Source: an optimization exercise on an open RTL-to-GDS flow (aim: small area and a short achievable clock period). Production flows keep margins and buffers that such runs may drop. In this exercise RTL edits were held to simulation tests only and were not proved equivalent to the original.

// jh_efield
module jh_efield(
	input rst,
	input clock,
	input [26:0] r,				 
	input [26:0] V_right,				 
	input [26:0] V_left,					 
	input [26:0] V_top,		 
	input [26:0] V_bottom,	 
	output [26:0] fdtd_result
);
For scale: about 450 flip-flops, about 160 I/O pins.
Settings: LEC_CHECK=0, ABC_AREA=1, CAP_MARGIN=20, CORE_MARGIN=2, CORE_UTILIZATION=50, CTS_CLUSTER_DIAMETER=100, CTS_CLUSTER_SIZE=30, PLACE_DENSITY=0.85, SLEW_MARGIN=20; clock period 17.0 ns.
standard.sh (not shown) runs the stock make flow with config.mk's settings and CLKGATE_MAP_FILE= SYNTH_SCRIPT=/design/flow/synth_recipe.tcl, a recipe that flattens the netlist after the stock synthesis.
==> flow/flow/run.sh <==
#!/bin/bash
# Layout flow: the standard flow (standard.sh) with two changes:
# - synthesis does not map adders onto the library's full/half-adder cells
#   (ADDER_MAP_FILE left empty), so ABC maps and times that logic with the rest;
# - timing repair (floorplan, CTS and global-route steps) aims for 10.75 ns of
#   setup slack instead of 0 (SETUP_SLACK_MARGIN), so that it works on the
#   paths that set the period the design achieves. The clock period and the
#   constraints are the design's, unchanged.
set -euo pipefail
cd "$(dirname "$0")/.."
export ADDER_MAP_FILE=
export SETUP_SLACK_MARGIN=10.75
bash standard.sh > standard.log 2>&1
The starting point finished with timing, DRC and antenna clean.
Rerun with:
--- a/flow/flow/run.sh
+++ b/flow/flow/run.sh
@@ -5 +5 @@
-# - timing repair (floorplan, CTS and global-route steps) aims for 10.75 ns of
+# - timing repair (floorplan, CTS and global-route steps) aims for 11 ns of
@@ -12 +12 @@
-export SETUP_SLACK_MARGIN=10.75
+export SETUP_SLACK_MARGIN=11
After rerunning: Sequential cell count does not change. Worst hold slack is about the same. Count of clock-buffer cells in the layout is unchanged. Final cell count climbs by 0.51%. Die area stays the same. First-iteration DRC count climbs by 4.1%. Via count is higher by 1.4%. Final area went up by 2.2%. Worst setup slack is better by 0.30 ns.
Rerun with:
PLACE_DENSITY = 0.8   (was 0.85)
Effect:
- The new run produced a clean layout
- utilization is about the same
- worst setup slack is better by 0.076 ns
- die area is unchanged

jh_efield, a different RTL version from the one above (not shown whole).
For scale: about 12000 cells after synthesis, roughly 470 flip-flops, about 160 I/O pins, roughly 65000 µm² of cells after synthesis.
==> flow/config.mk <==
export PLATFORM = sky130hd
export DESIGN_NAME = jh_efield
export DESIGN_NICKNAME = jh_efield
export VERILOG_FILES = /design/flow/design.v
export SDC_FILE = /design/flow/constraint.sdc
export NUM_CORES = 4
export LEC_CHECK = 0
export ABC_AREA = 1
export CAP_MARGIN = 20
export CORE_MARGIN = 2
export CORE_UTILIZATION = 50
export CTS_CLUSTER_DIAMETER = 100
export CTS_CLUSTER_SIZE = 30
export PLACE_DENSITY = 0.85
export SLEW_MARGIN = 20
==> flow/constraint.sdc <==
create_clock -name core_clock -period 17.0 [get_ports {clock}]
set_input_delay 3.4000 -clock core_clock [delete_from_list [all_inputs] [get_ports {clock}]]
set_output_delay 3.4000 -clock core_clock [all_outputs]
set_load 0.01 [all_outputs]
==> flow/flow/run.sh <==
#!/bin/bash
# Layout flow: the standard flow (standard.sh) with two changes:
# - synthesis does not map adders onto the library's full/half-adder cells
#   (ADDER_MAP_FILE left empty), so ABC maps and times that logic with the rest;
# - timing repair (floorplan, CTS and global-route steps) aims for 11 ns of
#   setup slack instead of 0 (SETUP_SLACK_MARGIN), so that it works on the
#   paths that set the period the design achieves. The clock period and the
#   constraints are the design's, unchanged.
set -euo pipefail
cd "$(dirname "$0")/.."
export ADDER_MAP_FILE=
export SETUP_SLACK_MARGIN=11
bash standard.sh > standard.log 2>&1
Then changed:
--- a/flow/config.mk
+++ b/flow/config.mk
@@ -10,3 +10,3 @@
 export CORE_MARGIN = 2
-export CORE_UTILIZATION = 50
+export CORE_UTILIZATION = 65
 export CTS_CLUSTER_DIAMETER = 100
Outcome: Synthesized cell count stays the same; cell area increases by 0.31%; count of clock-buffer cells in the layout increases by 1; final cell count decreases by 2.9%; worst hold slack got worse by 7.7 ps; area after synthesis is unchanged; clock skew increases by 26 ps; routed wire length increases by 8.0%.

[afterwards: timing with drivers on the ports]
No port has a modelled driver above. Below, the same layouts with a new extraction and two added sets of constraints.
Step 1, drivers: a clkbuf_16 drives clock and a buf_2 each remaining input, both assumed.
Step 2 adds t to the input delays and takes it off the output delays; t is the mean of the earliest and latest rising clock arrival at the registers after step 1. Input paths then give back, and output paths get back, about the clock's delay inside the block.
Three values: no drivers, after step 1, after step 2; two values: the first two.
run | shift t [ns] | setup WS [ns] | cell pins on the clock port's net
the first run of note 1 | 0.722 | 10.740 / 10.670 / 11.027 | 1
the second run of note 1 | 0.730 | 11.044 / 10.973 / 11.254 | 1
the third run of note 1 | 0.740 | 11.120 / 11.035 / 11.248 | 1
the first run of note 2 | 0.736 | 11.131 / 11.056 / 11.199 | 1
the second run of note 2 | 0.722 | 11.057 / 10.980 / 11.082 | 1
After both steps every run listed still meets setup and hold.
